This is an optimization exercise on Yosys and OpenROAD, whose aim is small area and a short achievable clock period, not a production implementation. Function was not checked in any run shown here: the RTL went through the layout flow alone. No activity file was given, so power comes from the tool's default toggle rates.

==> flow/design.v, too long to show whole: its modules and the start of the top module <==
// module and64: 7 lines
// module or64: 7 lines
// module xnor64: 7 lines
// module xor64_by_1: 7 lines
// module comp_sign_extend: 7 lines
// module set_lsb: 6 lines
// module vadder64: 15 lines
// module shift64: 18 lines
// module lt65: 7 lines
// module gt65: 7 lines
// module mux8_to_1_x64: 38 lines
// module alu64: 999 lines
// module alu64_sync: 43 lines
module alu64_sync(
    input clk,
    input en,
    input MD,
    input [2:0] OP,
    input [63:0] R1,
    input [63:0] R2,
    output reg EQ,
    output reg GT,
    output reg LT,
    output reg OVR,
    output reg [63:0] Q
    );
  // ...
==> flow/run.sh <==
#!/bin/bash
# synth_recipe.tcl (not shown) runs the flow's synth.tcl, then flattens the netlist and writes it again
# the make line also repeats each setting of config.mk as NAME=value (left out here)
make -C /OpenROAD-flow-scripts/flow DESIGN_CONFIG=/design/flow/config.mk WORK_HOME=/design/flow/orfs CLKGATE_MAP_FILE= SYNTH_SCRIPT=/design/flow/synth_recipe.tcl finish
==> flow/config.mk <==
export PLATFORM = sky130hd
export DESIGN_NAME = alu64_sync
export DESIGN_NICKNAME = alu64_sync
export VERILOG_FILES = /design/flow/design.v
export SDC_FILE = /design/flow/constraint.sdc
export NUM_CORES = 4
export LEC_CHECK = 0
export ABC_AREA = 1
export CAP_MARGIN = 20
export CORE_MARGIN = 2
export CORE_UTILIZATION = 40
export SETUP_SLACK_MARGIN = 1.5
export SLEW_MARGIN = 20
==> flow/constraint.sdc <==
create_clock -name core_clock -period 4.0 [get_ports {clk}]
set_input_delay 0.8000 -clock core_clock [delete_from_list [all_inputs] [get_ports {clk}]]
set_output_delay 0.8000 -clock core_clock [all_outputs]
set_load 0.01 [all_outputs]
==> impl_metrics.yaml, run 1 <==
outcome:
  status: "finished clean"
layout:
  nMultiInputCombCells: 1934
  seq_cells: 201
  fin_area_um2: 22100
detailed_routing:
  drt-met1-wl_um: 30500
  wl_met2_um: 32000
  vias: 19300
floorplanning:
  start_util_pct: 40.7
  well_tap_count: 518
sta:
  layout_setup_ws_ps: 1200
  rsz0062_at_grt: "true"
  setup_viol: 0
clock_tree:
  clkTransAtPathRegs_ps: 60
critical_path:
  path_common_cell: "buf_4"
  cp_cell_sequence: "buf_12 -> buf_12 -> buf_6 -> buf_6 -> xor2_2 -> inv_2 -> buf_4 -> buf_4 -> nand3_1 -> nor4_2 -> buf_4 -> nor3b_4 -> nor2_4 -> nand2_1 -> nand3_1"
  cp.depth: 15
  rr_startpoint: "MD_r"
global_route:
  grt_pass1_wl_um: 104000
  grt-ovfl-total: 0
yosys:
  ys_ff_latch: 201
  synth_fa_ha_area_share_pct: 0.0791
  synth_xor_xnor_area_share_pct: 9.69
placed_design:
  post_dp_cell_area_um2: 18300
  post-place-ws_ps: 577
  hpwl_um: 50800
power:
  ir_worst_vdd_mv: 0.330
==> run 2: changes to the inputs <==
--- a/flow/config.mk
+++ b/flow/config.mk
@@ -11,3 +11,2 @@
 export CORE_UTILIZATION = 40
-export SETUP_SLACK_MARGIN = 1.5
 export SLEW_MARGIN = 20
==> impl_metrics.yaml, run 2 <==
run:
  drv_cap: 0
critical_path:
  worstSetupPathType: "reg2reg"
  critPathSlowestCell: "dfxtp_4"
  rr_startpoint: "OP_r[2]"
  r2r_slack_ps: 400
  start_kind: "register"
  worstPathRequired_ps: 4440
  end_kind: "register"
  path_common_cell: "o21ai_0"
  critPathMaxFanout: 84
  max_stage_delay_ps: 810
  arrival_ps: 4040
  reg2reg_to: "Q[34]"
  r2r_cells: 14
  cp_cell_sequence: "buf_4 -> nand2_1 -> o21ai_0 -> o21ai_0 -> nand2_1 -> nand2_1 -> o21ai_0 -> nand2_1 -> o21ai_0 -> o21ai_0 -> buf_4 -> o21ai_0 -> a21oi_1 -> o221ai_1"
global_route:
  met1_usage_pct: 44.1
  top_usage_layer: "met2"
  gr-usage-met3_pct: 4.98
  grt_max_degree: 85
  track_usage_pct: 31.3
  grt-ovfl-total: 0
  use_met2_pct: 47.7
  antenna_found_initial: 1
  first_global_vias: 17000
  grt_pass1_wl_um: 99400
worst_hold_path:
  hold_path_class: "reg2reg"
  worstHoldPathCells: 2
  min_to: "Q[24]"
  hold_start: "R1_r[24]"
sta:
  fin_crit_sh_pct: 90.0
  rsz0062_at_grt: "false"
  maxSlewViolCount: 0
  setup_viol: 0
  finalHoldViolations: 0
  tns_ps: 0
  fmax_mhz: 278
  period_minus_slack_ps: 3600
  tightestPinTransition_ps: 979
  hold_ws_ps: 528
  clock_skew_ps: 21.2
  maxSlewHeadroom_pct: 34.6
clock_tree:
  cts_buffers: 23
  post-cts-setup-buffers: 0
  clockRootBuffer: "clkbuf_16"
  clkTransAtPathRegs_ps: 60
  hold_buffers: 0
  cts_buffer_depth: 3
  cts_tree: "built"
  htreeDepth: 1
  clkLatencyLatePin_ps: 560
  ctsResizeCount: 0
  cts.sinks: 201
yosys:
  synth_ff_type: "dfxtp_1"
  synthSimpleGateAreaFrac_pct: 29.1
  synth_edf_count: 0
  synth_compound_area_share_pct: 23.4
  synthMuxAreaShare_pct: 2.60
  syn-instance-count: 2513
  synth_fa_ha_area_share_pct: 0.0791
  avgSynthCellArea_um2: 6.29
  synth.net_count: 2648
  synth_xor_xnor_area_share_pct: 9.69
  synth-async-reset-ratio_pct: 0
  ys_top_cells_by_area: "dfxtp_1 (25%), nand2_1 (15%), o21ai_0 (11%)"
  synth_top_cell_by_area: "dfxtp_1"
  seq_area_frac_synth_pct: 25.5
  synth_top_area_share_pct: 25.5
  synth_top_family_by_area: "simple AND/OR/NAND/NOR gates"
  synth.most_common_cell: "nand2_1"
  synthTopCellsByCount: "nand2_1 (650), o21ai_0 (350), inv_1 (211), dfxtp_1 (201), nand3_1 (150)"
  ys_types: 55
  ys_ff_latch: 201
  synth_area_um2: 15800
  ys_warn_count: 1
layout:
  final_util_pct: 49.1
  drive_gt1_share_pct: 6.58
  top_regs: "H_r x64, Q x64, R1_r x64"
  area_growth_pct: 20.5
  layout_commonest_cell: "nand2_1"
  diodes: 0
  nFillCells: 4009
  layout.cells.non_filler: 3176
  layout_common_cells: "nand2_1 (649), o21ai_0 (350), inv_1 (210), clkdlybuf4s50_1 (201), dfxtp_1 (195)"
  num-nets-final: 2779
placed_design:
  hpwl_um: 50800
  placed_cells: 3137
  io_buffers: 201
  gp_congestion: 0.955
floorplanning:
  ios: 202
  dieArea_um2: 41100
  coreArea_um2: 38800
  start_util_pct: 40.7
  die_y_um: 203
  die_width_um: 203
  rows: 72
power:
  design_power_total_mw: 7.33
  p_leak_nw: 8.18
  cellPowerDensity_nw_per_um2: 385
  ir_worst_vdd_mv: 0.330
detailed_routing:
  drt_iter0_drc: 2074
  drt_wl_total_um: 65900
  dr.pass1.iters: 6
  drcViolationCount: 0
  vias_per_cell: 5.73
  postRouteAntennaNets: 0
  wl_per_cell_um: 20.8
  vias: 18200
outcome:
  status: "finished clean"
==> run 2: final cells by class <==
type | count | area [um2] | share of cell area (%)
Clock inverter | 6 | 72.6 | 0.381
Multi-Input combinational cell | 1934 | 10300 | 54.0
Inverter | 227 | 855 | 4.48
Timing Repair Buffer | 257 | 2510 | 13.2
Sequential cell | 201 | 4040 | 21.2
Tap cell | 518 | 648 | 3.40
Clock buffer | 33 | 643 | 3.37
==> run 2: kinds of logic after synthesis <==
| group | Yosys count |
|---|---|
| simple gates | 1076 |
| compound gates | 641 |
| buf+inv | 378 |
| flops | 201 |
| xor+xnor | 175 |
| mux | 41 |
| fa+ha+maj | 1 |
==> run 2: how the worst max path moves through the flow <==
stage | start | to | slack, ps | cells past startpoint
after floorplan | MD_r | Q[47] | 1780 | 24
after global placement | OP_r[2] | Q[40] | 580 | 13
after detailed placement | OP_r[2] | Q[34] | 580 | 16
after CTS | OP_r[2] | Q[34] | 550 | 16
after global routing | OP_r[2] | Q[34] | 100 | 16
final | OP_r[2] | Q[34] | 400 | 14
==> run 2: routing by layer <==
metal / up-vias / share of wire [%]
met5: - / 0
met4: 0 / 4.1
met3: 124 / 8.2
met2: 860 / 43
met1: 8499 / 45
li1: 8706 / -
==> run 2: where the power goes <==
group          total [mW]  switching [mW]  leakage (nW)  internal, mW
clock network        2.03           0.848         0.349          1.18
logic                2.74            1.66          6.14          1.08
registers            2.56           0.290          1.69          2.27
==> run 2: worst max-delay path, delay by kind of cell (launching register included) <==
family                 cells  cell delay, ps
buffers and inverters      2             600
flip-flops                 1             810
AO/OA/AOI/OAI              8            1610
AND/OR/NAND/NOR            4             390
==> run 2: through the flow <==
stage | area (um2) | worst slack (ps)
after floorplan | 15800 | 1780
after global routing | 19100 | 95.5
after CTS | 19100 | 553
after global placement | 18300 | 584
after detailed placement | 18300 | 577
final | 19100 | 399

==> what the ideal ports hide <==
Ports are ideal in the flow. The routed layouts listed here were re-timed in OpenROAD.
Step 1 assumes that a clkbuf_16 drives the clock port and a buf_2 every other input.
Step 2 also shifts input and output timing later by t, the mid clock arrival at the registers, as if the neighbouring blocks saw the same clock.
Three values: no drivers, after step 1, after step 2; two values: the first two.
run	t (ns)	setup WS [ns]	clock arrival spread, ns	slew at the worst register clock pin (ns)	cell pins on the clock port's net
run 1	0.607	1.204 / 1.204 / 1.204	0.021 / 0.020	0.06 / 0.06	1
run 2	0.606	0.399 / 0.399 / 0.399	0.021 / 0.022	0.06 / 0.06	1
After both steps every run listed still meets setup and hold.
